Source: an optimization exercise on an open RTL-to-GDS flow (aim: small area and few clock cycles). Production flows keep margins and buffers that such runs may drop. RTL that was checked went through simulation tests only; none was proved equivalent to the original. Function not checked in runs 2 to 4: the RTL went through the layout flow alone. No activity file was given, so power comes from the tool's default toggle rates.

[design/flow/config.mk]
export PLATFORM = sky130hd
export DESIGN_NAME = krnl_vadd_rtl
export DESIGN_NICKNAME = krnl_vadd_rtl
export VERILOG_FILES = /design/flow/design.v
export SDC_FILE = /design/flow/constraint.sdc
export NUM_CORES = 4
export LEC_CHECK = 0
export CAP_MARGIN = 20
export CORE_MARGIN = 2
export CORE_UTILIZATION = 40
export PLACE_DENSITY = 0.6
export SLEW_MARGIN = 20
[design/flow/constraint.sdc]
create_clock -name core_clock -period 8.0 [get_ports {ap_clk}]
set_input_delay 1.6000 -clock core_clock [delete_from_list [all_inputs] [get_ports {ap_clk}]]
set_output_delay 1.6000 -clock core_clock [all_outputs]
set_load 0.01 [all_outputs]
[design/flow/design.v]
`default_nettype none
`timescale 1ns/1ps
module krnl_vadd_rtl_control_s_axi
#(parameter
    C_S_AXI_ADDR_WIDTH = 6,
    C_S_AXI_DATA_WIDTH = 32
)(
    input  wire                          ACLK,
    input  wire                          ARESET,
    input  wire [C_S_AXI_ADDR_WIDTH-1:0] AWADDR,
    input  wire                          AWVALID,
    output wire                          AWREADY,
    input  wire [C_S_AXI_DATA_WIDTH-1:0] WDATA,
    input  wire [C_S_AXI_DATA_WIDTH/8-1:0] WSTRB,
    input  wire                          WVALID,
    output wire                          WREADY,
    output wire [1:0]                    BRESP,
    output wire                          BVALID,
    input  wire                          BREADY,
    input  wire [C_S_AXI_ADDR_WIDTH-1:0] ARADDR,
    input  wire                          ARVALID,
    output wire                          ARREADY,
    output reg  [C_S_AXI_DATA_WIDTH-1:0] RDATA,
    output wire [1:0]                    RRESP,
    output wire                          RVALID,
    input  wire                          RREADY,
    output wire                          ap_start_pulse,
    input  wire                          ap_done,
    input  wire                          ap_idle,
    output wire [63:0]                   a,
    output wire [63:0]                   b,
    output wire [63:0]                   c,
    output wire [31:0]                   length_r
);
localparam
    ADDR_AP_CTRL         = 6'h00,
    ADDR_GIE             = 6'h04,
    ADDR_IER             = 6'h08,
    ADDR_ISR             = 6'h0c,
    ADDR_A_DATA_0        = 6'h10,
    ADDR_A_DATA_1        = 6'h14,
    ADDR_B_DATA_0        = 6'h1c,
    ADDR_B_DATA_1        = 6'h20,
    ADDR_C_DATA_0        = 6'h28,
    ADDR_C_DATA_1        = 6'h2c,
    ADDR_LENGTH_R_DATA_0 = 6'h34;
reg         bvalid;
reg         rvalid;
reg  [5:0]  raddr;
reg  [3:0]  st;             
reg         int_ap_start;
reg         int_ap_done;
reg         int_auto_restart;
reg         int_gie;
reg  [1:0]  int_ier;
reg  [1:0]  int_isr;
reg  [63:0] int_a;
reg  [63:0] int_b;
reg  [63:0] int_c;
reg  [31:0] int_length_r;
wire        wr    = AWVALID & WVALID & ~bvalid & ~ARESET;
wire        ar_hs = ARVALID & ~rvalid & ~ARESET;
wire [31:0] wdat  = WDATA & {32{~ARESET}};
wire        wr0   = wr & WSTRB[0];
assign AWREADY = wr;
assign WREADY  = wr;
assign BRESP   = 2'b00;
assign BVALID  = bvalid;
assign ARREADY = ~rvalid & ~ARESET;
assign RRESP   = 2'b00;
assign RVALID  = rvalid;
assign a        = int_a;
assign b        = int_b;
assign c        = int_c;
assign length_r = int_length_r;
assign ap_start_pulse = wr0 & (AWADDR == ADDR_AP_CTRL) & WDATA[0] & ~int_ap_start;
always @(posedge ACLK) begin
    if (ARESET)
        bvalid <= 1'b0;
    else if (wr)
        bvalid <= 1'b1;
    else if (BREADY)
        bvalid <= 1'b0;
end
always @(posedge ACLK) begin
    if (ARESET)
        rvalid <= 1'b0;
    else if (ar_hs)
        rvalid <= 1'b1;
    else if (RREADY)
        rvalid <= 1'b0;
end
always @(posedge ACLK) begin
    if (ar_hs) begin
        raddr <= ARADDR;
        st    <= {ap_done, ap_idle, int_ap_done, int_ap_start};
    end
end
always @(*) begin
    case (raddr)
        ADDR_AP_CTRL:         RDATA = {24'd0, int_auto_restart, 3'd0, st};
        ADDR_GIE:             RDATA = {31'd0, int_gie};
        ADDR_IER:             RDATA = {30'd0, int_ier};
        ADDR_ISR:             RDATA = {30'd0, int_isr};
        ADDR_A_DATA_0:        RDATA = int_a[31:0];
        ADDR_A_DATA_1:        RDATA = int_a[63:32];
        ADDR_B_DATA_0:        RDATA = int_b[31:0];
        ADDR_B_DATA_1:        RDATA = int_b[63:32];
        ADDR_C_DATA_0:        RDATA = int_c[31:0];
        ADDR_C_DATA_1:        RDATA = int_c[63:32];
        ADDR_LENGTH_R_DATA_0: RDATA = int_length_r;
        default:              RDATA = 32'd0;
    endcase
end
always @(posedge ACLK) begin
    if (ARESET)
        int_ap_start <= 1'b0;
    else if (ap_start_pulse)
        int_ap_start <= 1'b1;
    else if (ap_done)
        int_ap_start <= int_auto_restart;
end
always @(posedge ACLK) begin
    if (ARESET)
        int_ap_done <= 1'b0;
    else if (ap_done)
        int_ap_done <= 1'b1;
    else if (ar_hs && ARADDR == ADDR_AP_CTRL)
        int_ap_done <= 1'b0;
end
always @(posedge ACLK) begin
    if (ARESET)
        int_auto_restart <= 1'b0;
    else if (wr0 && AWADDR == ADDR_AP_CTRL)
        int_auto_restart <= WDATA[7];
end
always @(posedge ACLK) begin
    if (ARESET)
        int_gie <= 1'b0;
    else if (wr0 && AWADDR == ADDR_GIE)
        int_gie <= WDATA[0];
end
always @(posedge ACLK) begin
    if (ARESET)
        int_ier <= 2'b0;
    else if (wr0 && AWADDR == ADDR_IER)
        int_ier <= WDATA[1:0];
end
always @(posedge ACLK) begin
    if (ARESET)
        int_isr <= 2'b0;
    else if (ap_done)
        int_isr <= int_isr | int_ier;
    else if (wr0 && AWADDR == ADDR_ISR)
        int_isr <= int_isr ^ WDATA[1:0];
end
function automatic [3:0] be(input [5:0] addr);
    be = {4{ARESET}} | ({4{wr && AWADDR == addr}} & WSTRB);
endfunction
wire [3:0] be_a0 = be(ADDR_A_DATA_0);
wire [3:0] be_a1 = be(ADDR_A_DATA_1);
wire [3:0] be_b0 = be(ADDR_B_DATA_0);
wire [3:0] be_b1 = be(ADDR_B_DATA_1);
wire [3:0] be_c0 = be(ADDR_C_DATA_0);
wire [3:0] be_c1 = be(ADDR_C_DATA_1);
wire [3:0] be_l  = be(ADDR_LENGTH_R_DATA_0);
genvar k;
generate
for (k = 0; k < 4; k = k + 1) begin : g_byte
    always @(posedge ACLK) begin
        if (be_a0[k]) int_a[8*k +: 8]        <= wdat[8*k +: 8];
        if (be_a1[k]) int_a[32 + 8*k +: 8]   <= wdat[8*k +: 8];
        if (be_b0[k]) int_b[8*k +: 8]        <= wdat[8*k +: 8];
        if (be_b1[k]) int_b[32 + 8*k +: 8]   <= wdat[8*k +: 8];
        if (be_c0[k]) int_c[8*k +: 8]        <= wdat[8*k +: 8];
        if (be_c1[k]) int_c[32 + 8*k +: 8]   <= wdat[8*k +: 8];
        if (be_l[k])  int_length_r[8*k +: 8] <= wdat[8*k +: 8];
    end
end
endgenerate
endmodule
`default_nettype wire
`default_nettype none
`timescale 1 ns / 1 ps 
module krnl_vadd_rtl_int #( 
  parameter integer  C_S_AXI_CONTROL_DATA_WIDTH = 32,
  parameter integer  C_S_AXI_CONTROL_ADDR_WIDTH = 6,
  parameter integer  C_M_AXI_GMEM_ID_WIDTH = 1,
  parameter integer  C_M_AXI_GMEM_ADDR_WIDTH = 64,
  parameter integer  C_M_AXI_GMEM_DATA_WIDTH = 32
)
(
  input  wire  ap_clk,
  input  wire  ap_rst_n,
  output wire                                 m_axi_gmem_AWVALID,
  input  wire                                 m_axi_gmem_AWREADY,
  output wire [C_M_AXI_GMEM_ADDR_WIDTH-1:0]   m_axi_gmem_AWADDR,
  output wire [C_M_AXI_GMEM_ID_WIDTH - 1:0]   m_axi_gmem_AWID,
  output wire [7:0]                           m_axi_gmem_AWLEN,
  output wire [2:0]                           m_axi_gmem_AWSIZE,
  output wire [1:0]                           m_axi_gmem_AWBURST,
  output wire [1:0]                           m_axi_gmem_AWLOCK,
  output wire [3:0]                           m_axi_gmem_AWCACHE,
  output wire [2:0]                           m_axi_gmem_AWPROT,
  output wire [3:0]                           m_axi_gmem_AWQOS,
  output wire [3:0]                           m_axi_gmem_AWREGION,
  output wire                                 m_axi_gmem_WVALID,
  input  wire                                 m_axi_gmem_WREADY,
  output wire [C_M_AXI_GMEM_DATA_WIDTH-1:0]   m_axi_gmem_WDATA,
  output wire [C_M_AXI_GMEM_DATA_WIDTH/8-1:0] m_axi_gmem_WSTRB,
  output wire                                 m_axi_gmem_WLAST,
  output wire                                 m_axi_gmem_ARVALID,
  input  wire                                 m_axi_gmem_ARREADY,
  output wire [C_M_AXI_GMEM_ADDR_WIDTH-1:0]   m_axi_gmem_ARADDR,
  output wire [C_M_AXI_GMEM_ID_WIDTH-1:0]     m_axi_gmem_ARID,
  output wire [7:0]                           m_axi_gmem_ARLEN,
  output wire [2:0]                           m_axi_gmem_ARSIZE,
  output wire [1:0]                           m_axi_gmem_ARBURST,
  output wire [1:0]                           m_axi_gmem_ARLOCK,
  output wire [3:0]                           m_axi_gmem_ARCACHE,
  output wire [2:0]                           m_axi_gmem_ARPROT,
  output wire [3:0]                           m_axi_gmem_ARQOS,
  output wire [3:0]                           m_axi_gmem_ARREGION,
  input  wire                                 m_axi_gmem_RVALID,
  output wire                                 m_axi_gmem_RREADY,
  input  wire [C_M_AXI_GMEM_DATA_WIDTH - 1:0] m_axi_gmem_RDATA,
  input  wire                                 m_axi_gmem_RLAST,
  input  wire [C_M_AXI_GMEM_ID_WIDTH - 1:0]   m_axi_gmem_RID,
  input  wire [1:0]                           m_axi_gmem_RRESP,
  input  wire                                 m_axi_gmem_BVALID,
  output wire                                 m_axi_gmem_BREADY,
  input  wire [1:0]                           m_axi_gmem_BRESP,
  input  wire [C_M_AXI_GMEM_ID_WIDTH - 1:0]   m_axi_gmem_BID,
  input  wire                                    s_axi_control_AWVALID,
  output wire                                    s_axi_control_AWREADY,
  input  wire [C_S_AXI_CONTROL_ADDR_WIDTH-1:0]   s_axi_control_AWADDR,
  input  wire                                    s_axi_control_WVALID,
  output wire                                    s_axi_control_WREADY,
  input  wire [C_S_AXI_CONTROL_DATA_WIDTH-1:0]   s_axi_control_WDATA,
  input  wire [C_S_AXI_CONTROL_DATA_WIDTH/8-1:0] s_axi_control_WSTRB,
  input  wire                                    s_axi_control_ARVALID,
  output wire                                    s_axi_control_ARREADY,
  input  wire [C_S_AXI_CONTROL_ADDR_WIDTH-1:0]   s_axi_control_ARADDR,
  output wire                                    s_axi_control_RVALID,
  input  wire                                    s_axi_control_RREADY,
  output wire [C_S_AXI_CONTROL_DATA_WIDTH-1:0]   s_axi_control_RDATA,
  output wire [1:0]                              s_axi_control_RRESP,
  output wire                                    s_axi_control_BVALID,
  input  wire                                    s_axi_control_BREADY,
  output wire [1:0]                              s_axi_control_BRESP 
);
localparam integer LP_LOG_BURST = 1;
localparam integer LP_BURST     = 1 << LP_LOG_BURST;
localparam integer LP_BI_W      = (LP_LOG_BURST > 0) ? LP_LOG_BURST : 1;
logic        areset;
logic        ap_start_pulse;
logic        ap_done;
logic        running;
logic [63:0] a;
logic [63:0] b;
logic [63:0] c;
logic [31:0] length_r;
logic [15:0] lm1;
assign m_axi_gmem_AWID     = {C_M_AXI_GMEM_ID_WIDTH{1'b0}};
assign m_axi_gmem_AWSIZE   = 3'd2;
assign m_axi_gmem_AWBURST  = 2'b01;
assign m_axi_gmem_AWLOCK   = 2'b00;
assign m_axi_gmem_AWCACHE  = 4'b0011;
assign m_axi_gmem_AWPROT   = 3'b000;
assign m_axi_gmem_AWQOS    = 4'b0000;
assign m_axi_gmem_AWREGION = 4'b0000;
assign m_axi_gmem_ARID     = {C_M_AXI_GMEM_ID_WIDTH{1'b0}};
assign m_axi_gmem_ARSIZE   = 3'd2;
assign m_axi_gmem_ARBURST  = 2'b01;
assign m_axi_gmem_ARLOCK   = 2'b00;
assign m_axi_gmem_ARCACHE  = 4'b0011;
assign m_axi_gmem_ARPROT   = 3'b000;
assign m_axi_gmem_ARQOS    = 4'b0000;
assign m_axi_gmem_ARREGION = 4'b0000;
assign m_axi_gmem_WSTRB    = {C_M_AXI_GMEM_DATA_WIDTH/8{1'b1}};
assign m_axi_gmem_BREADY   = 1'b1;
always @(posedge ap_clk) begin
  areset <= ~ap_rst_n;
end
krnl_vadd_rtl_control_s_axi #(
  .C_S_AXI_ADDR_WIDTH( C_S_AXI_CONTROL_ADDR_WIDTH ),
  .C_S_AXI_DATA_WIDTH( C_S_AXI_CONTROL_DATA_WIDTH )
)
inst_krnl_vadd_control_s_axi (
  .ACLK           ( ap_clk                ),
  .ARESET         ( areset                ),
  .AWADDR         ( s_axi_control_AWADDR  ),
  .AWVALID        ( s_axi_control_AWVALID ),
  .AWREADY        ( s_axi_control_AWREADY ),
  .WDATA          ( s_axi_control_WDATA   ),
  .WSTRB          ( s_axi_control_WSTRB   ),
  .WVALID         ( s_axi_control_WVALID  ),
  .WREADY         ( s_axi_control_WREADY  ),
  .BRESP          ( s_axi_control_BRESP   ),
  .BVALID         ( s_axi_control_BVALID  ),
  .BREADY         ( s_axi_control_BREADY  ),
  .ARADDR         ( s_axi_control_ARADDR  ),
  .ARVALID        ( s_axi_control_ARVALID ),
  .ARREADY        ( s_axi_control_ARREADY ),
  .RDATA          ( s_axi_control_RDATA   ),
  .RRESP          ( s_axi_control_RRESP   ),
  .RVALID         ( s_axi_control_RVALID  ),
  .RREADY         ( s_axi_control_RREADY  ),
  .ap_start_pulse ( ap_start_pulse        ),
  .ap_done        ( ap_done               ),
  .ap_idle        ( ~running              ),
  .a              ( a                     ),
  .b              ( b                     ),
  .c              ( c                     ),
  .length_r       ( length_r              )
);
assign lm1 = length_r[15:0] - 1'b1;
always @(posedge ap_clk) begin
  if (areset)
    running <= 1'b0;
  else if (ap_start_pulse)
    running <= 1'b1;
  else if (ap_done)
    running <= 1'b0;
end
logic [15:0] ar_off;      
logic        ar_sel;      
logic        ar_done;
logic        ar_last;
logic        arxfer;
assign ar_last = (ar_off >> LP_LOG_BURST) == (lm1 >> LP_LOG_BURST);
assign m_axi_gmem_ARVALID = running & ~ar_done;
assign m_axi_gmem_ARADDR  = (ar_sel ? b : a) + {ar_off, 2'b00};
assign m_axi_gmem_ARLEN   = ar_last ? 8'(lm1 & (LP_BURST - 1)) : 8'(LP_BURST - 1);
assign arxfer = m_axi_gmem_ARVALID & m_axi_gmem_ARREADY;
always @(posedge ap_clk) begin
  if (ap_start_pulse) begin
    ar_off  <= 16'd0;
    ar_sel  <= 1'b0;
    ar_done <= 1'b0;
  end
  else if (arxfer) begin
    ar_sel <= ~ar_sel;
    if (ar_sel) begin
      ar_off  <= ar_off + LP_BURST;
      ar_done <= ar_last;
    end
  end
end
logic                               r_phase;    
logic [LP_BI_W-1:0]                 r_beat;
logic [C_M_AXI_GMEM_DATA_WIDTH-1:0] abuf [LP_BURST];
logic                               rxfer;
assign m_axi_gmem_RREADY = ~r_phase | m_axi_gmem_WREADY;
assign rxfer = m_axi_gmem_RVALID & m_axi_gmem_RREADY;
always @(posedge ap_clk) begin
  if (ap_start_pulse) begin
    r_phase <= 1'b0;
    r_beat  <= '0;
  end
  else if (rxfer) begin
    if (m_axi_gmem_RLAST) begin
      r_phase <= ~r_phase;
      r_beat  <= '0;
    end
    else begin
      r_beat  <= r_beat + 1'b1;
    end
  end
end
always @(posedge ap_clk) begin
  if (rxfer & ~r_phase) abuf[r_beat] <= m_axi_gmem_RDATA;
end
assign m_axi_gmem_WVALID = m_axi_gmem_RVALID & r_phase;
assign m_axi_gmem_WDATA  = abuf[r_beat] + m_axi_gmem_RDATA;
logic [15:0] w_cnt;
assign m_axi_gmem_WLAST = (&w_cnt[7:0]) | (w_cnt == lm1);
always @(posedge ap_clk) begin
  if (ap_start_pulse)
    w_cnt <= 16'd0;
  else if (m_axi_gmem_WVALID & m_axi_gmem_WREADY)
    w_cnt <= w_cnt + 1'b1;
end
logic [7:0] aw_idx;
logic       aw_done;
logic       aw_last;
assign aw_last = (aw_idx == lm1[15:8]);
assign m_axi_gmem_AWVALID = running & ~aw_done;
assign m_axi_gmem_AWADDR  = c + {aw_idx, 10'd0};
assign m_axi_gmem_AWLEN   = aw_last ? lm1[7:0] : 8'hff;
always @(posedge ap_clk) begin
  if (ap_start_pulse) begin
    aw_idx  <= 8'd0;
    aw_done <= 1'b0;
  end
  else if (m_axi_gmem_AWVALID & m_axi_gmem_AWREADY) begin
    aw_idx  <= aw_idx + 1'b1;
    aw_done <= aw_last;
  end
end
logic [7:0] b_cnt;
assign ap_done = running & m_axi_gmem_BVALID & (b_cnt == lm1[15:8]);
always @(posedge ap_clk) begin
  if (ap_start_pulse)
    b_cnt <= 8'd0;
  else if (m_axi_gmem_BVALID)
    b_cnt <= b_cnt + 1'b1;
end
endmodule
`default_nettype wire
`default_nettype none
`timescale 1 ns / 1 ps 
module krnl_vadd_rtl #( 
  parameter integer  C_S_AXI_CONTROL_DATA_WIDTH = 32,
  parameter integer  C_S_AXI_CONTROL_ADDR_WIDTH = 6,
  parameter integer  C_M_AXI_GMEM_ID_WIDTH = 1,
  parameter integer  C_M_AXI_GMEM_ADDR_WIDTH = 64,
  parameter integer  C_M_AXI_GMEM_DATA_WIDTH = 32
)
(
  input  wire  ap_clk,
  input  wire  ap_rst_n,
  output wire                                 m_axi_gmem_AWVALID,
  input  wire                                 m_axi_gmem_AWREADY,
  output wire [C_M_AXI_GMEM_ADDR_WIDTH-1:0]   m_axi_gmem_AWADDR,
  output wire [C_M_AXI_GMEM_ID_WIDTH - 1:0]   m_axi_gmem_AWID,
  output wire [7:0]                           m_axi_gmem_AWLEN,
  output wire [2:0]                           m_axi_gmem_AWSIZE,
  output wire [1:0]                           m_axi_gmem_AWBURST,
  output wire [1:0]                           m_axi_gmem_AWLOCK,
  output wire [3:0]                           m_axi_gmem_AWCACHE,
  output wire [2:0]                           m_axi_gmem_AWPROT,
  output wire [3:0]                           m_axi_gmem_AWQOS,
  output wire [3:0]                           m_axi_gmem_AWREGION,
  output wire                                 m_axi_gmem_WVALID,
  input  wire                                 m_axi_gmem_WREADY,
  output wire [C_M_AXI_GMEM_DATA_WIDTH-1:0]   m_axi_gmem_WDATA,
  output wire [C_M_AXI_GMEM_DATA_WIDTH/8-1:0] m_axi_gmem_WSTRB,
  output wire                                 m_axi_gmem_WLAST,
  output wire                                 m_axi_gmem_ARVALID,
  input  wire                                 m_axi_gmem_ARREADY,
  output wire [C_M_AXI_GMEM_ADDR_WIDTH-1:0]   m_axi_gmem_ARADDR,
  output wire [C_M_AXI_GMEM_ID_WIDTH-1:0]     m_axi_gmem_ARID,
  output wire [7:0]                           m_axi_gmem_ARLEN,
  output wire [2:0]                           m_axi_gmem_ARSIZE,
  output wire [1:0]                           m_axi_gmem_ARBURST,
  output wire [1:0]                           m_axi_gmem_ARLOCK,
  output wire [3:0]                           m_axi_gmem_ARCACHE,
  output wire [2:0]                           m_axi_gmem_ARPROT,
  output wire [3:0]                           m_axi_gmem_ARQOS,
  output wire [3:0]                           m_axi_gmem_ARREGION,
  input  wire                                 m_axi_gmem_RVALID,
  output wire                                 m_axi_gmem_RREADY,
  input  wire [C_M_AXI_GMEM_DATA_WIDTH - 1:0] m_axi_gmem_RDATA,
  input  wire                                 m_axi_gmem_RLAST,
  input  wire [C_M_AXI_GMEM_ID_WIDTH - 1:0]   m_axi_gmem_RID,
  input  wire [1:0]                           m_axi_gmem_RRESP,
  input  wire                                 m_axi_gmem_BVALID,
  output wire                                 m_axi_gmem_BREADY,
  input  wire [1:0]                           m_axi_gmem_BRESP,
  input  wire [C_M_AXI_GMEM_ID_WIDTH - 1:0]   m_axi_gmem_BID,
  input  wire                                    s_axi_control_AWVALID,
  output wire                                    s_axi_control_AWREADY,
  input  wire [C_S_AXI_CONTROL_ADDR_WIDTH-1:0]   s_axi_control_AWADDR,
  input  wire                                    s_axi_control_WVALID,
  output wire                                    s_axi_control_WREADY,
  input  wire [C_S_AXI_CONTROL_DATA_WIDTH-1:0]   s_axi_control_WDATA,
  input  wire [C_S_AXI_CONTROL_DATA_WIDTH/8-1:0] s_axi_control_WSTRB,
  input  wire                                    s_axi_control_ARVALID,
  output wire                                    s_axi_control_ARREADY,
  input  wire [C_S_AXI_CONTROL_ADDR_WIDTH-1:0]   s_axi_control_ARADDR,
  output wire                                    s_axi_control_RVALID,
  input  wire                                    s_axi_control_RREADY,
  output wire [C_S_AXI_CONTROL_DATA_WIDTH-1:0]   s_axi_control_RDATA,
  output wire [1:0]                              s_axi_control_RRESP,
  output wire                                    s_axi_control_BVALID,
  input  wire                                    s_axi_control_BREADY,
  output wire [1:0]                              s_axi_control_BRESP 
);
krnl_vadd_rtl_int #(
  .C_S_AXI_CONTROL_DATA_WIDTH  ( C_S_AXI_CONTROL_DATA_WIDTH ),
  .C_S_AXI_CONTROL_ADDR_WIDTH  ( C_S_AXI_CONTROL_ADDR_WIDTH ),
  .C_M_AXI_GMEM_ID_WIDTH       ( C_M_AXI_GMEM_ID_WIDTH ),
  .C_M_AXI_GMEM_ADDR_WIDTH     ( C_M_AXI_GMEM_ADDR_WIDTH ),
  .C_M_AXI_GMEM_DATA_WIDTH     ( C_M_AXI_GMEM_DATA_WIDTH )
)
inst_krnl_vadd_rtl_int (
  .ap_clk                 ( ap_clk ),
  .ap_rst_n               ( ap_rst_n ),
  .m_axi_gmem_AWVALID     ( m_axi_gmem_AWVALID ),
  .m_axi_gmem_AWREADY     ( m_axi_gmem_AWREADY ),
  .m_axi_gmem_AWADDR      ( m_axi_gmem_AWADDR ),
  .m_axi_gmem_AWID        ( m_axi_gmem_AWID ),
  .m_axi_gmem_AWLEN       ( m_axi_gmem_AWLEN ),
  .m_axi_gmem_AWSIZE      ( m_axi_gmem_AWSIZE ),
  .m_axi_gmem_AWBURST     ( m_axi_gmem_AWBURST ),
  .m_axi_gmem_AWLOCK      ( m_axi_gmem_AWLOCK ),
  .m_axi_gmem_AWCACHE     ( m_axi_gmem_AWCACHE ),
  .m_axi_gmem_AWPROT      ( m_axi_gmem_AWPROT ),
  .m_axi_gmem_AWQOS       ( m_axi_gmem_AWQOS ),
  .m_axi_gmem_AWREGION    ( m_axi_gmem_AWREGION ),
  .m_axi_gmem_WVALID      ( m_axi_gmem_WVALID ),
  .m_axi_gmem_WREADY      ( m_axi_gmem_WREADY ),
  .m_axi_gmem_WDATA       ( m_axi_gmem_WDATA ),
  .m_axi_gmem_WSTRB       ( m_axi_gmem_WSTRB ),
  .m_axi_gmem_WLAST       ( m_axi_gmem_WLAST ),
  .m_axi_gmem_ARVALID     ( m_axi_gmem_ARVALID ),
  .m_axi_gmem_ARREADY     ( m_axi_gmem_ARREADY ),
  .m_axi_gmem_ARADDR      ( m_axi_gmem_ARADDR ),
  .m_axi_gmem_ARID        ( m_axi_gmem_ARID ),
  .m_axi_gmem_ARLEN       ( m_axi_gmem_ARLEN ),
  .m_axi_gmem_ARSIZE      ( m_axi_gmem_ARSIZE ),
  .m_axi_gmem_ARBURST     ( m_axi_gmem_ARBURST ),
  .m_axi_gmem_ARLOCK      ( m_axi_gmem_ARLOCK ),
  .m_axi_gmem_ARCACHE     ( m_axi_gmem_ARCACHE ),
  .m_axi_gmem_ARPROT      ( m_axi_gmem_ARPROT ),
  .m_axi_gmem_ARQOS       ( m_axi_gmem_ARQOS ),
  .m_axi_gmem_ARREGION    ( m_axi_gmem_ARREGION ),
  .m_axi_gmem_RVALID      ( m_axi_gmem_RVALID ),
  .m_axi_gmem_RREADY      ( m_axi_gmem_RREADY ),
  .m_axi_gmem_RDATA       ( m_axi_gmem_RDATA ),
  .m_axi_gmem_RLAST       ( m_axi_gmem_RLAST ),
  .m_axi_gmem_RID         ( m_axi_gmem_RID ),
  .m_axi_gmem_RRESP       ( m_axi_gmem_RRESP ),
  .m_axi_gmem_BVALID      ( m_axi_gmem_BVALID ),
  .m_axi_gmem_BREADY      ( m_axi_gmem_BREADY ),
  .m_axi_gmem_BRESP       ( m_axi_gmem_BRESP ),
  .m_axi_gmem_BID         ( m_axi_gmem_BID ),
  .s_axi_control_AWVALID  ( s_axi_control_AWVALID ),
  .s_axi_control_AWREADY  ( s_axi_control_AWREADY ),
  .s_axi_control_AWADDR   ( s_axi_control_AWADDR ),
  .s_axi_control_WVALID   ( s_axi_control_WVALID ),
  .s_axi_control_WREADY   ( s_axi_control_WREADY ),
  .s_axi_control_WDATA    ( s_axi_control_WDATA ),
  .s_axi_control_WSTRB    ( s_axi_control_WSTRB ),
  .s_axi_control_ARVALID  ( s_axi_control_ARVALID ),
  .s_axi_control_ARREADY  ( s_axi_control_ARREADY ),
  .s_axi_control_ARADDR   ( s_axi_control_ARADDR ),
  .s_axi_control_RVALID   ( s_axi_control_RVALID ),
  .s_axi_control_RREADY   ( s_axi_control_RREADY ),
  .s_axi_control_RDATA    ( s_axi_control_RDATA ),
  .s_axi_control_RRESP    ( s_axi_control_RRESP ),
  .s_axi_control_BVALID   ( s_axi_control_BVALID ),
  .s_axi_control_BREADY   ( s_axi_control_BREADY ),
  .s_axi_control_BRESP    ( s_axi_control_BRESP )
);
endmodule
`default_nettype wire
[design/flow/run.sh]
#!/bin/bash
# synth_recipe.tcl (not shown) runs the flow's synth.tcl, then flattens the netlist and writes it again
# the make line also repeats each setting of config.mk as NAME=value (left out here)
make -C /OpenROAD-flow-scripts/flow DESIGN_CONFIG=/design/flow/config.mk WORK_HOME=/design/flow/orfs CLKGATE_MAP_FILE= SYNTH_SCRIPT=/design/flow/synth_recipe.tcl finish
==> results of run 1 <==
[sequential cells by signal, summed over array words and instances (netlist names), 2 cells and up, named ones only]
name,flops
inst_krnl_vadd_rtl_int.inst_krnl_vadd_control_s_axi.int_isr,2
inst_krnl_vadd_rtl_int.inst_krnl_vadd_control_s_axi.raddr,6
inst_krnl_vadd_rtl_int.inst_krnl_vadd_control_s_axi.int_b,64
inst_krnl_vadd_rtl_int.aw_idx,8
inst_krnl_vadd_rtl_int.inst_krnl_vadd_control_s_axi.int_c,64
inst_krnl_vadd_rtl_int.b_cnt,8
inst_krnl_vadd_rtl_int.inst_krnl_vadd_control_s_axi.int_ier,2
inst_krnl_vadd_rtl_int.abuf,64
inst_krnl_vadd_rtl_int.ar_off,15
inst_krnl_vadd_rtl_int.w_cnt,16
inst_krnl_vadd_rtl_int.inst_krnl_vadd_control_s_axi.int_a,64
inst_krnl_vadd_rtl_int.inst_krnl_vadd_control_s_axi.st,4
[synth_stat cells, drive strengths merged, types with 37 or more instances]
cell type  number
nand4          37
a21oi          72
buf            92
dfxtp          65
edfxtp        298
nand2         122
nor3           59
xor2          105
mux2i          77
nor2          167
nor2b          56
inv            45
ha             59
nand3          73
clkbuf         60
mux2           51
a21o           58
xnor2         118
[final cells by class]
class	instances	area (µm²)
multi-input combinational	1437	10060
tap	688	860.8
sequential	363	10250
clock inverter	22	277.8
inverter	45	168.9
clock buffer	56	1205
fill	4715	26340
timing repair buffer	322	3176
[kinds of logic (layout without fill, tap and decap cells)]
group           Yosys count  after routing  share of synthesized area (%)
simple gates            654            654                          15.94
flops                   363            363                          48.58
compound gates          298            298                          9.999
xor+xnor                231            231                          10.15
buf+inv                 197            445                          4.982
mux                     129            129                          6.482
fa+ha+maj                63             63                          3.831
other cells               2             62                        0.03560
[where the power goes]
group / internal (mW) / switching (mW)
Combinational: 0.499 / 0.522
Clock: 1.26 / 0.804
Sequential: 2.18 / 0.116
Total: 3.93 / 1.44
[stage by stage]
stage / util (%) / total power [mW] / worst slack (ps) / instance area (µm²) / std cells
CTS: 49.68 / 5.413 / 595.8 / 26000 / 2933
floorplan: - / 2.907 / 1334 / 21320 / 1997
global placement: 46.84 / 3.336 / 950.3 / 24520 / 2855
global route: 49.68 / 5.577 / 359.0 / 26000 / 2933
detailed placement: 46.84 / 3.350 / 906.7 / 24520 / 2855
finish: 49.68 / 5.373 / 505.5 / 26000 / 2933
[worst paths after layout]
kind,from,endpoint,slack [ps]
setup / recovery,inst_krnl_vadd_rtl_int.ar_sel,m_axi_gmem_ARADDR[36],510
hold / removal,flop,flop,450
setup reg to reg,flop,flop,4010
hold reg to reg,flop,flop,450
[metal layers]
layer | track usage [%] | wire (µm) | part of all wire (%) | vias up
li1 | - | - | - | 7557
met2 | 40.12 | 32240 | 48 | 646
met1 | 30.96 | 27900 | 41 | 8028
met3 | 3.650 | 4647 | 6.9 | 121
met5 | 0 | 25 | 0.037 | -
met4 | 9.078 | 2444 | 3.6 | 4
==> summary.md, run 1 <==
| Metric | Value |
|---|---|
| CTS tree | built |
| Largest net degree at the start of global routing | 75 |
| Worst Setup End Kind | primary output |
| Sink Count | 363 |
| Worst R2R Path Depth | 9 |
| Synth area leaders | edfxtp_1 (42%), dfxtp_1 (6.2%), xnor2_1 (4.9%) |
| H-tree depth | 2 |
| EDFF count, synth | approximately 300 |
| Root Buffer | clkbuf_16 |
| PD cells | ~210 nW/µm² |
| Grt ovf | 0 |
| Clock latency (worst-skew pair) | around 570 ps |
| RSZ-0062 raised after global routing | no |
| Critical path type | flop to primary output |
| Critical path arrival | 5890 ps |
| DP HPWL | slightly above 50,000 µm |
| Status | complete, no violations |
| Wire length of the first global-routing pass | 97,020 µm |
| DR iter-0 viols | 1,180 |
| Post-synth ARST share | 0% |
| Largest area contributor in the netlist | edfxtp_1 |
| Hold Violations, Final | 0 |
| #FFs+latches synth | 363 |
| CP cell instances | buf_4 -> mux2_2 -> ha_1 -> inv_1 -> o21ai_0 -> a21oi_1 -> o31ai_2 -> nand2_1 -> or4b_2 -> nand3_1 -> clkdlybuf4s50_1 |
| Clock Tree Buf Depth | 3 |
| Peak VDD IR | 0.1652 mV |
| ANT cells | 0 |
| Yosys warning count | 2 |
| Mapped Cells | 1,937 |
| CP max stage cell | or4b_2 |
| GP Congestion | 0.9901 |
| Antenna violations before repair | 3 |
| CP max stage delay | 770 ps |
| WL final | 67,250 µm |
| Syn_area_per_cell | 10.89 µm² |
| Die W | 233.7 µm |
| Seq/Total Area, Yosys | 48.58% |
| CP max FO | about 40 |
| Via density | 5.577 |
| DIE HEIGHT | 233.7 µm |
| Tmin final | 7494 ps |
| Hold Crit Class | flop to flop |
| Worst Path Buf+Inv | 3 |
| Worst Tran Pin Value | 1118 ps |
| Vias in the first global route | 15,802 |
| Die area | approximately 55,000 µm² |
| Layout cells sized above 1 | under 10% |
| Pleak | 9.725 nW |
| Post-Synthesis Cell Area | 21,100 µm² |
| CTS Buf Count | 42 |
| Nets | approximately 2,400 |
| Top cell type's share of synthesized area | a little over two fifths |
| Commonest non-fill, non-tap cells in the layout | clkdlybuf4s50_1 (303), edfxtp_1 (298), nor2_1 (165) |
| P&R area growth vs syn | 23.24% |
| Most common cell after layout, fill and taps aside | clkdlybuf4s50_1 |
| Row count | 84 |
| Cell count along the critical path | 11 |
| Max Freq | 133.4 MHz |
| Top FF cell, synth | edfxtp_1 |
| I/O Pins | 372 |
| Cts hold-fix bufs | 0 |
| DRC | 0 |
| Via count | 16,356 |
| GRT Resource Usage Total | 23.88% |
| Top delay family on crit path | simple AND/OR/NAND/NOR gates |
| Final Setup Violations | 0 |
| Core region area | ~52,000 µm² |
| DR pass1 iterations | 5 |
| PortBufs | slightly above 300 |
| CTS clk-pin slew, worst paths | 60 ps |
| Max-capacitance violation count | 0 |
| Worst slew margin | 24.87% |
| Startpoint Class | flop |
| Final period util | a little over nine tenths |
| Setup TNS | 0 ps |
| Setup Fix Bufs, Post-CTS | 0 |
| Max-slew violations | 0 |
| Cell depth of the worst hold path | 0 |
| Hold WS | around 450 ps |
| Distinct cells, synth | 78 |
| Layout Skew | approximately 13 ps |
| Starting Density | 40.31% |
| Critical Path RT | 6400 ps |
| DR WL/cell | 22.93 µm |
| Detail Route Antenna Nets | 0 |
| Cts repair resizes | 0 |
Testbench counts, summed over its fixed seeds: cycles 60,838.
==> inputs of run 2 (changes only) <==
--- a/design/flow/design.v
+++ b/design/flow/design.v
@@ -331,5 +331,9 @@
 assign ar_last = (ar_off >> LP_LOG_BURST) == (lm1 >> LP_LOG_BURST);
 assign m_axi_gmem_ARVALID = running & ~ar_done;
-assign m_axi_gmem_ARADDR  = (ar_sel ? b : a) + {ar_off, 2'b00};
+logic [63:0] ar_base;
+logic [18:0] ar_lo;
+assign ar_base = ar_sel ? b : a;
+assign ar_lo = {1'b0, ar_base[17:0]} + {1'b0, ar_off, 2'b00};
+assign m_axi_gmem_ARADDR  = {ar_base[63:18] + ar_lo[18], ar_lo[17:0]};
 assign m_axi_gmem_ARLEN   = ar_last ? 8'(lm1 & (LP_BURST - 1)) : 8'(LP_BURST - 1);
 assign arxfer = m_axi_gmem_ARVALID & m_axi_gmem_ARREADY;
@@ -352,5 +356,7 @@
 logic [C_M_AXI_GMEM_DATA_WIDTH-1:0] abuf [LP_BURST];
 logic                               rxfer;
-assign m_axi_gmem_RREADY = ~r_phase | m_axi_gmem_WREADY;
+logic                               w_valid;
+logic [C_M_AXI_GMEM_DATA_WIDTH-1:0] w_data;
+assign m_axi_gmem_RREADY = ~r_phase | ~w_valid | m_axi_gmem_WREADY;
 assign rxfer = m_axi_gmem_RVALID & m_axi_gmem_RREADY;
 always @(posedge ap_clk) begin
@@ -372,6 +378,17 @@
   if (rxfer & ~r_phase) abuf[r_beat] <= m_axi_gmem_RDATA;
 end
-assign m_axi_gmem_WVALID = m_axi_gmem_RVALID & r_phase;
-assign m_axi_gmem_WDATA  = abuf[r_beat] + m_axi_gmem_RDATA;
+always @(posedge ap_clk) begin
+  if (areset)
+    w_valid <= 1'b0;
+  else if (rxfer & r_phase)
+    w_valid <= 1'b1;
+  else if (m_axi_gmem_WREADY)
+    w_valid <= 1'b0;
+end
+always @(posedge ap_clk) begin
+  if (rxfer & r_phase) w_data <= abuf[r_beat] + m_axi_gmem_RDATA;
+end
+assign m_axi_gmem_WVALID = w_valid;
+assign m_axi_gmem_WDATA  = w_data;
 logic [15:0] w_cnt;
 assign m_axi_gmem_WLAST = (&w_cnt[7:0]) | (w_cnt == lm1);
@@ -387,5 +404,7 @@
 assign aw_last = (aw_idx == lm1[15:8]);
 assign m_axi_gmem_AWVALID = running & ~aw_done;
-assign m_axi_gmem_AWADDR  = c + {aw_idx, 10'd0};
+logic [8:0] aw_mid;
+assign aw_mid = {1'b0, c[17:10]} + {1'b0, aw_idx};
+assign m_axi_gmem_AWADDR  = {c[63:18] + aw_mid[8], aw_mid[7:0], c[9:0]};
 assign m_axi_gmem_AWLEN   = aw_last ? lm1[7:0] : 8'hff;
 always @(posedge ap_clk) begin
==> design/flow/flow/run.sh (new file) <==
#!/bin/bash
# Standard layout, with the smallest buffer on every input and output port
# instead of the default port buffer cell.
set -euo pipefail
export BUFFER_PORTS_ARGS="-buffer_cell sky130_fd_sc_hd__buf_1"
bash standard.sh BUFFER_PORTS_ARGS="$BUFFER_PORTS_ARGS" finish > standard_flow.log 2>&1
==> design/flow/standard.sh (new file) <==
#!/bin/bash
# synth_recipe.tcl (not shown) runs the flow's synth.tcl, then flattens the netlist and writes it again
# the make line also repeats each setting of config.mk as NAME=value (left out here)
make -C /OpenROAD-flow-scripts/flow DESIGN_CONFIG=/design/flow/config.mk WORK_HOME=/design/flow/orfs CLKGATE_MAP_FILE= SYNTH_SCRIPT=/design/flow/synth_recipe.tcl "${@:-finish}"
removed: design/flow/run.sh
==> summary.md, run 2 <==
| Metric | Value |
|---|---|
| Status | complete, no violations (unchanged) |
| Wire length of the first global-routing pass | 96,120 µm (was 97,020 µm) |
| Vias in the first global route | 15,799 (was 15,802) |
| DRC | 0 (unchanged) |
| Syn_area_per_cell | 11.60 µm² (was 10.89 µm²) |
| CTS tree | built (unchanged) |
| Gate power share | 13.9% (was 19.0%) |
| Post-synth ARST share | 0% (unchanged) |
| Sink Count | 396 (was 363) |
| #FFs+latches synth | 396 (was 363) |
| Psw | 1.439 mW (was 1.442 mW) |
| Grt ovf | 0 (unchanged) |
| Via density | 5.638 (was 5.577) |
| Clock power frac | 37.5% (was 38.3%) |
| Critical Path RT | 6400 ps (about the same) |
| Synth area leaders | edfxtp_1 (46%), dfxtp_1 (6.2%), xnor2_1 (4.9%) (was edfxtp_1 (42%), dfxtp_1 (6.2%), xnor2_1 (4.9%)) |
| Top cell type's share of synthesized area | 46.27% (was 42.41%) |
| Commonest non-fill, non-tap cells in the layout | edfxtp_1 (330), buf_1 (303), nor2_1 (122) (was clkdlybuf4s50_1 (303), edfxtp_1 (298), nor2_1 (165)) |
| Clock Tree Buf Depth | 3 (unchanged) |
| Worst Setup End Kind | primary output (unchanged) |
| Pleak | 8.749 nW (was 9.725 nW) |
| PD cells | 215.0 nW/µm² (was 206.7 nW/µm²) |
| Max-capacitance violation count | 0 (unchanged) |
| EDFF count, synth | 330 (was 298) |
| Worst Tran Pin Value | 1075 ps (was 1118 ps) |
| Critical path type | flop to primary output (unchanged) |
| Tmin final | 7695 ps (was 7494 ps) |
| RSZ-0062 raised after global routing | no (unchanged) |
| Peak VDD IR | 0.1602 mV (was 0.1652 mV) |
| GP Congestion | 0.9034 (was 0.9901) |
| Top cells by count, synth | edfxtp_1 (330), nor2_1 (123), xnor2_1 (120), nand2_1 (116), xor2_1 (113) (was edfxtp_1 (298), nor2_1 (167), nand2_1 (122), xnor2_1 (117), xor2_1 (105)) |
| Row count | 84 (unchanged) |
| Via count | 16,130 (was 16,356) |
| PortBufs | 303 (unchanged) |
| Worst slew margin | 27.99% (was 24.87%) |
| Die W | 235.4 µm (was 233.7 µm) |
| R2R setup slack | 3370 ps (was 4010 ps) |
| Distinct cells, synth | 73 (was 78) |
| CP max FO | 16 (was 41) |
| Nets | 2,301 (was 2,372) |
| WL final | 64,770 µm (was 67,250 µm) |
| DP HPWL | 47,850 µm (was 50,580 µm) |
| Final period util | 96.19% (was 93.68%) |
| Die area | 55,410 µm² (was 54,600 µm²) |
| P&R area growth vs syn | 14.04% (was 23.24%) |
| Startpoint Class | flop (unchanged) |
| Seq/Total Area, Yosys | 52.44% (was 48.58%) |
| Yosys warning count | 2 (unchanged) |
| Critical path arrival | 6100 ps (was 5890 ps) |
| Hold Violations, Final | 0 (unchanged) |
| CP startpoint | inst_krnl_vadd_rtl_int.ar_sel (unchanged) |
| RR Endpoint | inst_krnl_vadd_rtl_int.w_data[30] |
| Worst R2R Path Depth | 13 (was 9) |
| Most common cell in the netlist | edfxtp_1 (unchanged) |
| DR iter-0 viols | 1,419 (was 1,180) |
| Detail Route Antenna Nets | 0 (unchanged) |
| Max-slew violations | 0 (unchanged) |
| Max Freq | 129.9 MHz (was 133.4 MHz) |
| Setup TNS | 0 ps (unchanged) |
| Largest area contributor in the netlist | edfxtp_1 (unchanged) |
| GRT Resource Usage Total | 22.66% (was 23.88%) |
| Mapped Cells | 1,847 (was 1,937) |
| Post-Synthesis Cell Area | 21,420 µm² (was 21,100 µm²) |
| DR WL/cell | 22.64 µm (was 22.93 µm) |
| CTS clk-pin slew, worst paths | 60 ps (about the same) |
| Largest net degree at the start of global routing | 76 (was 75) |
| Starting Density | 40.59% (was 40.31%) |
| Clock latency (worst-skew pair) | 600 ps (was 570 ps) |
| Top FF cell, synth | edfxtp_1 (unchanged) |
| Setup Fix Bufs, Post-CTS | 0 (unchanged) |
| CTS Buf Count | 45 (was 42) |
| I/O Pins | 372 (unchanged) |
| Layout Skew | 31.99 ps (was 13.16 ps) |
| Core region area | 52,760 µm² (was 52,340 µm²) |
| Cell depth of the worst hold path | 0 (unchanged) |
| P_int | 3.811 mW (was 3.931 mW) |
| Antenna violations before repair | 8 (was 3) |
| Switch share | 27.41% (was 26.84%) |
| Cts hold-fix bufs | 0 (unchanged) |
| Root Buffer | clkbuf_16 (unchanged) |
| DIE HEIGHT | 235.4 µm (was 233.7 µm) |
| Most common cell after layout, fill and taps aside | edfxtp_1 (was clkdlybuf4s50_1) |
| Total power | 5.250 mW (was 5.373 mW) |
| Layout cells sized above 1 | 7.877% (was 7.439%) |
| Sequential share of power | 48.6% (was 42.7%) |
| Final Setup Violations | 0 (unchanged) |
| H-tree depth | 2 (unchanged) |
| DR pass1 iterations | 6 (was 5) |
| Hold Crit Class | flop to flop (unchanged) |
| Cts repair resizes | 1 (was 0) |
==> run 2: cell types whose count changed in the layout (fill, tap and decap cells not counted), moves of 16 or more <==
cell,delta
buf_1,+303
clkdlybuf4s50_1,-303
nor2_1,-43
a22oi_1,+39
a221oi_1,-32
a222oi_1,+32
edfxtp_1,+32
nor3_1,-31
mux2i_1,-28
nand3_1,+17
inv_1,-16
==> run 2: power groups by stage <==
stage / logic [mW] / registers (mW) / clock network, mW
final: 0.730 / 2.55 / 1.97
after global routing: 0.804 / 2.57 / 2.08
after global placement: 0.713 / 2.58 / 0
after CTS: 0.731 / 2.55 / 2.01
after floorplan: 0.524 / 2.56 / 0
after detailed placement: 0.727 / 2.59 / 0
==> run 2: cells by family after synthesis <==
kind of cell	synth area share, %
simple gates	13.76
compound gates	10.26
other cells	0.03507
fa+ha+maj	3.961
mux	5.129
flops	52.44
xor+xnor	10.07
buf+inv	4.341
==> run 2: area by class of cell <==
type                    count  area (µm²)
fillers                  4911       28340
flip-flops and latches    396       11240
multi-input cells        1342        9545
repair buffers            322        1280
clock buffers              62        1210
well taps                 688       860.8
clock inverters            20       177.7
inverters                  29       108.9
diodes                      2       5.005
==> run 2: worst max-delay path by stage <==
stage               depth (start not counted)                     to
floorplan                                  26  m_axi_gmem_ARADDR[40]
global placement                           21  m_axi_gmem_ARADDR[40]
detailed placement                         21  m_axi_gmem_ARADDR[40]
CTS                                        21  m_axi_gmem_ARADDR[40]
global route                               21  m_axi_gmem_ARADDR[40]
finish                                     21  m_axi_gmem_ARADDR[40]
==> run 2: per-stage QoR <==
stage / setup slack (ps) / hold slack, ps / utilization [%] / instances / cell area [µm²]
2_1_floorplan: 906.8 / 408.6 / - / 1907 / 21640
6_report: 304.6 / 432.3 / 46.29 / 2861 / 24420
3_5_place_dp: 565.6 / 425.6 / 43.60 / 2777 / 23000
5_1_grt: 24.84 / 452.2 / 46.29 / 2861 / 24420
4_1_cts: 87.84 / 435.3 / 46.23 / 2859 / 24390
3_3_place_gp: 667.0 / 415.6 / 43.60 / 2777 / 23000
==> run 2: routing by layer <==
| layer | up-vias | routed length (µm) | GRT usage [%] |
|---|---|---|---|
| met5 | - | 72 | 0 |
| met3 | 111 | 5603 | 4.937 |
| met2 | 675 | 29820 | 36.52 |
| met1 | 8002 | 27450 | 30.48 |
| li1 | 7332 | - | - |
| met4 | 10 | 1825 | 7.180 |
==> run 2: critical path: stages (launching register included) <==
cell and delay (ps):
dfxtp_4 510, mux2_2 410, ha_1 280, a21o_1 100, a21o_1 140, a21oi_1 100, o21ai_1 310, a211oi_1 160
o41ai_1 570, a21oi_1 130, o21bai_1 330, ha_1 280, ha_1 200, inv_1 80, a211oi_2 310, and2_1 240
nand3_1 160, nor4_2 390, nand2_1 120, xor2_1 150, mux2i_1 330, buf_1 200
==> inputs of run 3 (changes only) <==
--- a/design/flow/config.mk
+++ b/design/flow/config.mk
@@ -9,4 +9,6 @@
 export CORE_MARGIN = 2
 export CORE_UTILIZATION = 40
+export CTS_BUF_LIST = sky130_fd_sc_hd__clkbuf_4 sky130_fd_sc_hd__clkbuf_8
+export CTS_CLUSTER_SIZE = 20
 export PLACE_DENSITY = 0.6
 export SLEW_MARGIN = 20
==> summary.md, run 3 <==
| Metric | Value |
|---|---|
| Status | complete, no violations (unchanged) |
| DR iter-0 viols | 1,438 (was 1,419) |
| Tmin final | 7624 ps (was 7695 ps) |
| WL final | 65,150 µm (was 64,770 µm) |
| Top FF cell, synth | edfxtp_1 (unchanged) |
| Final Instance Area | 24,390 µm² (was 24,420 µm²) |
| RSZ-0062 raised after global routing | no (unchanged) |
| Post-Synthesis Cell Area | 21,420 µm² (unchanged) |
| CP max stage delay | 510 ps (was 570 ps) |
| I/O Pins | 372 (unchanged) |
| Setup Fix Bufs, Post-CTS | 0 (unchanged) |
| CTS tree | built (unchanged) |
| Placed Area | 23,000 µm² (unchanged) |
| Starting Density | 40.59% (unchanged) |
| GP Congestion | 0.9034 (unchanged) |
| Row count | 84 (unchanged) |
| Critical path type | flop to primary output (unchanged) |
| Layout cells sized above 1 | 10.04% (was 7.877%) |
| Post-synth ARST share | 0% (unchanged) |
| Cts hold-fix bufs | 0 (unchanged) |
| Grt ovf | 0 (unchanged) |
| Clock Tree Buf Depth | 3 (unchanged) |
| DRC | 0 (unchanged) |
| Seq/Total Area, Yosys | 52.44% (unchanged) |
| Hold Crit Class | flop to flop (unchanged) |
| Core region area | 52,760 µm² (unchanged) |
| Sink Count | 396 (unchanged) |
| Mapped Cells | 1,847 (unchanged) |
| DP HPWL | 47,850 µm (unchanged) |
| CP cell instances | mux2_2 -> ha_1 -> a21o_1 -> a21o_1 -> a21oi_1 -> o21ai_1 -> a211oi_1 -> o41ai_2 -> a21oi_1 -> o21bai_1 -> ha_1 -> ha_1 -> inv_1 -> a211oi_2 -> and2_1 -> nand3_1 -> nor4_2 -> nand2_1 -> xor2_1 -> mux2i_1 -> buf_1 (was mux2_2 -> ha_1 -> a21o_1 -> a21o_1 -> a21oi_1 -> o21ai_1 -> a211oi_1 -> o41ai_1 -> a21oi_1 -> o21bai_1 -> ha_1 -> ha_1 -> inv_1 -> a211oi_2 -> and2_1 -> nand3_1 -> nor4_2 -> nand2_1 -> xor2_1 -> mux2i_1 -> buf_1) |
| Clock latency (worst-skew pair) | 660 ps (was 600 ps) |
| H-tree depth | 3 (was 2) |
| CTS clk-pin slew, worst paths | 60 ps (about the same) |
| DIE HEIGHT | 235.4 µm (unchanged) |
| Via density | 5.554 (was 5.638) |
| Nets | 2,327 (was 2,301) |
| #FFs+latches synth | 396 (unchanged) |
| Yosys warning count | 2 (unchanged) |
| Critical Path RT | 6400 ps (about the same) |
| Top delay family on crit path | compound AO/OA/AOI/OAI gates (unchanged) |
| Cts repair resizes | 4 (was 1) |
| Final period util | 95.30% (was 96.19%) |
| Startpoint Class | flop (unchanged) |
| Hold Violations, Final | 0 (unchanged) |
| Worst Path Buf+Inv | 2 (unchanged) |
| Distinct cells, synth | 73 (unchanged) |
| Max-slew violations | 0 (unchanged) |
| PortBufs | 303 (unchanged) |
| Worst Setup End Kind | primary output (unchanged) |
| DR pass1 iterations | 7 (was 6) |
| P&R area growth vs syn | 13.90% (was 14.04%) |
| Worst slew margin | 29.02% (was 27.99%) |
| Vias in the first global route | 16,082 (was 15,799) |
| Peak VDD IR | 0.1263 mV (was 0.1602 mV) |
| Most common cell in the netlist | edfxtp_1 (unchanged) |
| Crit path top cell by count | ha_1 (unchanged) |
| Root Buffer | clkbuf_8 (was clkbuf_16) |
| DR WL/cell | 22.45 µm (was 22.64 µm) |
| Top cells by count, synth | edfxtp_1 (330), nor2_1 (123), xnor2_1 (120), nand2_1 (116), xor2_1 (113) (unchanged) |
| Pre-CTS WS | 565.6 ps (unchanged) |
| Syn_area_per_cell | 11.60 µm² (unchanged) |
| GRT Resource Usage Total | 22.87% (was 22.66%) |
| EDFF count, synth | 330 (unchanged) |
| Antenna violations before repair | 9 (was 8) |
| Fillers | 4,935 (was 4,911) |
| PD cells | 210.8 nW/µm² (was 215.0 nW/µm²) |
| Final Setup Violations | 0 (unchanged) |
| Worst setup margin | 376.2 ps (was 304.6 ps) |
| Worst Tran Pin Value | 1060 ps (was 1075 ps) |
| Most common cell after layout, fill and taps aside | edfxtp_1 (unchanged) |
| Detail Route Antenna Nets | 0 (unchanged) |
| Max Freq | 131.2 MHz (was 129.9 MHz) |
| Top cell type's share of synthesized area | 46.27% (unchanged) |
| Commonest non-fill, non-tap cells in the layout | edfxtp_1 (330), buf_1 (303), nor2_1 (122) (unchanged) |
| Die W | 235.4 µm (unchanged) |
| Via count | 16,118 (was 16,130) |
| Layout Skew | 25.77 ps (was 31.99 ps) |
| Pleak | 8.804 nW (was 8.749 nW) |
| Wire length of the first global-routing pass | 96,720 µm (was 96,120 µm) |
| Setup TNS | 0 ps (unchanged) |
| Largest area contributor in the netlist | edfxtp_1 (unchanged) |
| Critical path arrival | 6020 ps (was 6100 ps) |
| Largest net degree at the start of global routing | 76 (unchanged) |
| CTS Buf Count | 71 (was 45) |
| CP max FO | 16 (unchanged) |
| Synth area leaders | edfxtp_1 (46%), dfxtp_1 (6.2%), xnor2_1 (4.9%) (unchanged) |
| Max-capacitance violation count | 0 (unchanged) |
| Die area | 55,410 µm² (unchanged) |
| CP max stage cell | dfxtp_4 (was o41ai_1) |
## run 3: per-layer routing
| metal | up-vias | track usage, % | routed length [µm] |
|---|---|---|---|
| met3 | 128 | 5.793 | 5305 |
| met4 | 10 | 8.608 | 1962 |
| met2 | 675 | 36.29 | 29970 |
| met1 | 7914 | 30.15 | 27840 |
| li1 | 7391 | - | - |
| met5 | - | 0 | 72 |
## run 3: final timing paths
path	startpoint	end	slack [ps]	depth (start not counted)
hold reg to reg	flop	flop	440	0
hold / removal	flop	flop	440	0
setup reg to reg	flop	inst_krnl_vadd_rtl_int.w_data[30]	3430	13
setup / recovery	inst_krnl_vadd_rtl_int.ar_sel	m_axi_gmem_ARADDR[40]	380	21
## run 3: cells by family after synthesis
family | Yosys count | synth area share [%]
and+or+nand+nor | 567 | 13.76
DFF | 396 | 52.44
AOI/OAI and AO/OA | 305 | 10.26
xor gates and xnor gates | 239 | 10.07
buffers and inverters | 169 | 4.341
muxes | 103 | 5.129
adders and majority gates | 66 | 3.961
other | 2 | 0.03507
## run 3: power breakdown
part           internal (mW)  switching (mW)  leakage (nW)
clock                  0.993           0.868         0.724
sequential              2.42           0.126          3.83
combinational          0.288           0.443          4.25
total                   3.71            1.44          8.80
## run 3: cell type report
| cell class | count | area [µm²] | area share [%] |
|---|---|---|---|
| clock inverter | 27 | 172.7 | 0.7078 |
| tap | 688 | 860.8 | 3.529 |
| multi-input combinational | 1342 | 9553 | 39.16 |
| sequential | 396 | 11240 | 46.06 |
| timing repair buffer | 322 | 1280 | 5.247 |
| clock buffer | 95 | 1176 | 4.821 |
| antenna | 3 | 7.507 | 0.03077 |
| inverter | 29 | 108.9 | 0.4462 |
## run 3: metrics by stage
step                hold slack (ps)  power (mW)  util (%)  instances
global route                  466.3       5.351     46.24       2902
detailed placement            425.6       3.317     43.60       2777
global placement              415.6       3.297     43.60       2777
CTS                           441.8       5.185     46.20       2899
finish                        439.3       5.142     46.24       2902
floorplan                     408.6       3.085         -       1907
==> inputs of run 4 (changes only) <==
==> design/flow/config.mk (replaced) <==
export PLATFORM = sky130hd
export DESIGN_NAME = krnl_vadd_rtl
export DESIGN_NICKNAME = krnl_vadd_rtl
export VERILOG_FILES = /design/flow/design.v
export SDC_FILE = /design/flow/constraint.sdc
export NUM_CORES = 4
export LEC_CHECK = 0
export CAP_MARGIN = 20
export CORE_MARGIN = 2
export CORE_UTILIZATION = 60
export CTS_BUF_LIST = sky130_fd_sc_hd__clkbuf_2 sky130_fd_sc_hd__clkbuf_4
export CTS_CLUSTER_SIZE = 30
export PLACE_DENSITY = 0.75
export SLEW_MARGIN = 20
==> summary.md, run 4 <==
| Metric | Value |
|---|---|
| DIE HEIGHT | 192.9 µm (was 235.4 µm) |
| P&R area growth vs syn | 12.33% (was 13.90%) |
| Startpoint Class | flop (unchanged) |
| Worst slew margin | 26.85% (was 29.02%) |
| DR pass1 iterations | 9 (was 7) |
| Peak VDD IR | 0.1230 mV (was 0.1263 mV) |
| Clock Tree Buf Depth | 3 (unchanged) |
| Crit path top cell by count | ha_1 (unchanged) |
| Seq/Total Area, Yosys | 52.44% (unchanged) |
| Row count | 69 (was 84) |
| Psw | 1.405 mW (was 1.437 mW) |
| Most common cell in the netlist | edfxtp_1 (unchanged) |
| Final Setup Violations | 0 (unchanged) |
| Top cell type's share of synthesized area | 46.27% (unchanged) |
| Largest net degree at the start of global routing | 76 (unchanged) |
| Top cells by count, synth | edfxtp_1 (330), nor2_1 (123), xnor2_1 (120), nand2_1 (116), xor2_1 (113) (unchanged) |
| Commonest non-fill, non-tap cells in the layout | edfxtp_1 (330), buf_1 (303), clkbuf_4 (139) (was edfxtp_1 (330), buf_1 (303), nor2_1 (122)) |
| Tmin final | 7614 ps (was 7624 ps) |
| Gate power share | 14.5% (was 14.2%) |
| Worst Tran Pin Value | 1092 ps (was 1060 ps) |
| CP max FO | 16 (unchanged) |
| Cts repair resizes | 4 (unchanged) |
| Wire length of the first global-routing pass | 88,610 µm (was 96,720 µm) |
| CTS tree | built (unchanged) |
| Critical path type | flop to primary output (unchanged) |
| Critical path arrival | 6010 ps (was 6020 ps) |
| Die area | 37,220 µm² (was 55,410 µm²) |
| Setup Fix Bufs, Post-CTS | 0 (unchanged) |
| Critical Path RT | 6400 ps (about the same) |
| P_int | 3.613 mW (was 3.706 mW) |
| CP cell instances | mux2_2 -> ha_1 -> a21o_1 -> a21o_1 -> a21oi_1 -> o21ai_1 -> a211oi_1 -> o41ai_2 -> a21oi_1 -> o21bai_2 -> ha_1 -> ha_1 -> inv_1 -> a211oi_2 -> and2_1 -> nand3_1 -> nor4_2 -> nand2_1 -> xor2_1 -> mux2i_1 -> buf_1 (was mux2_2 -> ha_1 -> a21o_1 -> a21o_1 -> a21oi_1 -> o21ai_1 -> a211oi_1 -> o41ai_2 -> a21oi_1 -> o21bai_1 -> ha_1 -> ha_1 -> inv_1 -> a211oi_2 -> and2_1 -> nand3_1 -> nor4_2 -> nand2_1 -> xor2_1 -> mux2i_1 -> buf_1) |
| DP HPWL | 43,480 µm (was 47,850 µm) |
| Post-synth ARST share | 0% (unchanged) |
| CP max stage cell | dfxtp_4 (unchanged) |
| Via count | 16,547 (was 16,118) |
| I/O Pins | 372 (unchanged) |
| Clock power frac | 34.9% (was 36.2%) |
| Top delay family on crit path | compound AO/OA/AOI/OAI gates (unchanged) |
| Sink Count | 396 (unchanged) |
| Layout cells sized above 1 | 11.78% (was 10.04%) |
| GRT Resource Usage Total | 31.91% (was 22.87%) |
| Post-Synthesis Cell Area | 21,420 µm² (unchanged) |
| Worst Setup End Kind | primary output (unchanged) |
| DR iter-0 viols | 1,755 (was 1,438) |
| Layout Skew | 69.32 ps (was 25.77 ps) |
| Setup TNS | 0 ps (unchanged) |
| Hold Crit Class | flop to flop (unchanged) |
| Synth area leaders | edfxtp_1 (46%), dfxtp_1 (6.2%), xnor2_1 (4.9%) (unchanged) |
| WL final | 60,150 µm (was 65,150 µm) |
| Core region area | 35,400 µm² (was 52,760 µm²) |
| Post-Layout Cell Count | 2,732 (was 2,902) |
| Most common cell after layout, fill and taps aside | edfxtp_1 (unchanged) |
| Clock latency (worst-skew pair) | 810 ps (was 660 ps) |
| Max-capacitance violation count | 0 (unchanged) |
| Nets | 2,355 (was 2,327) |
| RSZ-0062 raised after global routing | no (unchanged) |
| Vias in the first global route | 15,628 (was 16,082) |
| Detail Route Antenna Nets | 0 (unchanged) |
| PortBufs | 303 (unchanged) |
| Distinct cells, synth | 73 (unchanged) |
| DRC | 0 (unchanged) |
| EDFF count, synth | 330 (unchanged) |
| GP Congestion | 0.9336 (was 0.9034) |
| Hold Violations, Final | 0 (unchanged) |
| Status | complete, no violations (unchanged) |
| Cts hold-fix bufs | 0 (unchanged) |
| Antenna violations before repair | 5 (was 9) |
| CTS clk-pin slew, worst paths | 70 ps (was 60 ps) |
| Final period util | 95.18% (was 95.30%) |
| Pleak | 8.842 nW (was 8.804 nW) |
| Yosys warning count | 2 (unchanged) |
| Largest area contributor in the netlist | edfxtp_1 (unchanged) |
| Top FF cell, synth | edfxtp_1 (unchanged) |
| Max-slew violations | 0 (unchanged) |
| H-tree depth | 3 (unchanged) |
| Root Buffer | clkbuf_4 (was clkbuf_8) |
| PD cells | 208.6 nW/µm² (was 210.8 nW/µm²) |
| # placed instances | 2,549 (was 2,777) |
| Via density | 6.057 (was 5.554) |
| DR WL/cell | 22.02 µm (was 22.45 µm) |
| CTS Buf Count | 100 (was 71) |
| Mapped Cells | 1,847 (unchanged) |
| Grt ovf | 0 (unchanged) |
| Switch share | 28.01% (was 27.94%) |
| Die W | 192.9 µm (was 235.4 µm) |
| Sequential share of power | 50.6% (was 49.6%) |
| Max Freq | 131.3 MHz (was 131.2 MHz) |
| Starting Density | 60.51% (was 40.59%) |
| #FFs+latches synth | 396 (unchanged) |
| CP max stage delay | 490 ps (was 510 ps) |
| Worst Path Buf+Inv | 2 (unchanged) |
| Syn_area_per_cell | 11.60 µm² (unchanged) |
[run 4: changes by cell type in the layout (fill, tap and decap cells not counted), sizes merged]
cell      before  now
buf          322  321
bufinv         1    3
clkbuf        95  139
clkinv        20   36
clkinvlp       1    0
diode          3    4
inv           34   30
[run 4: power groups by stage]
stage               logic, mW  registers (mW)  clock network, mW
floorplan               0.524            2.56                  0
global placement        0.696            2.58                  0
detailed placement      0.716            2.58                  0
CTS                     0.722            2.54               1.78
global route            0.800            2.56               1.88
finish                  0.726            2.54               1.75
[run 4: path summary, 6_finish.rpt]
kind	startpoint	end	slack, ps	depth (start not counted)
min reg2reg	inst_krnl_vadd_rtl_int.ar_done	inst_krnl_vadd_rtl_int.ar_done	450	2
min	inst_krnl_vadd_rtl_int.ar_done	inst_krnl_vadd_rtl_int.ar_done	450	2
max	inst_krnl_vadd_rtl_int.ar_sel	m_axi_gmem_ARADDR[40]	390	21
max reg2reg	flop	inst_krnl_vadd_rtl_int.w_data[30]	3820	13
[run 4: cells by family (layout without fill, tap and decap cells)]
kind of cell / count (synthesis) / after routing / share of synthesized area, %
AND/OR/NAND/NOR: 567 / 567 / 13.76
XOR/XNOR: 239 / 239 / 10.07
AO/OA/AOI/OAI: 305 / 305 / 10.26
adder cells (fa/ha/maj): 66 / 66 / 3.961
buffers and inverters: 169 / 529 / 4.341
flip-flops: 396 / 396 / 52.44
other: 2 / 66 / 0.03507
multiplexers: 103 / 103 / 5.129
[run 4: worst reg2reg max path: stages, from the launching register on]
cell	delay [ps]
dfxtp_1	320
buf_4	410
mux2_2	280
ha_1	160
inv_1	50
fa_1	400
nor2b_1	170
o31ai_1	150
a21o_1	210
o21ai_1	390
a211oi_1	240
a2111oi_1	640
a211oi_1	150
a311o_1	360
[run 4: metal layers]
layer | track usage, % | routed length [µm] | up-vias
li1 | - | - | 7531
met3 | 7.041 | 6450 | 142
met1 | 42.41 | 23750 | 7919
met4 | 15.03 | 2451 | 0
met5 | 0 | 0 | -
met2 | 50.22 | 27500 | 955
[run 4: per-stage QoR]
stage	utilization [%]	instance area [µm²]	setup WS (ps)	total power [mW]	hold WS (ps)
after global routing	67.94	24050	50.88	5.238	464.0
after detailed placement	64.19	22720	740.7	3.299	433.2
after CTS	67.89	24030	51.16	5.037	442.3
after floorplan	-	21640	906.8	3.085	408.6
after global placement	64.17	22710	906.1	3.271	420.0
final	67.96	24060	385.8	5.018	446.1
[run 4: area by class of cell]
type,count,area (µm²)
Multi-Input combinational cell,1342,9565
Tap cell,461,576.8
Sequential cell,396,11240
Timing Repair Buffer,321,1272
Clock inverter,40,244.0
Antenna cell,4,10.01
Clock buffer,139,1044
Inverter,29,108.9
Fill cell,2690,11340

## static timing again, ports no longer ideal
The results above use ideal ports. As a check the final layouts listed here were re-extracted and re-timed, cells and wires unchanged.
Step 1, drivers: a clkbuf_16 drives ap_clk and a buf_2 each remaining input, both assumed.
Step 2 adds t to the input delays and takes it off the output delays; t is the mean of the earliest and latest rising clock arrival at the registers after step 1. Input paths then give back, and output paths get back, about the clock's delay inside the block.
Three values: no drivers, after step 1, after step 2; two values: the first two.
run | shift t [ns] | setup slack, ns | slew at the worst register clock pin (ns) | cell pins on the clock port's net
run 1 | 0.626 | 0.506 / 0.446 / 0.926 | 0.06 / 0.06 | 1
run 2 | 0.651 | 0.305 / 0.242 / 0.892 | 0.06 / 0.06 | 1
run 3 | 0.709 | 0.376 / 0.312 / 1.021 | 0.07 / 0.07 | 1
run 4 | 0.829 | 0.386 / 0.335 / 1.163 | 0.08 / 0.08 | 1
After both steps setup and hold are still met in every run listed.
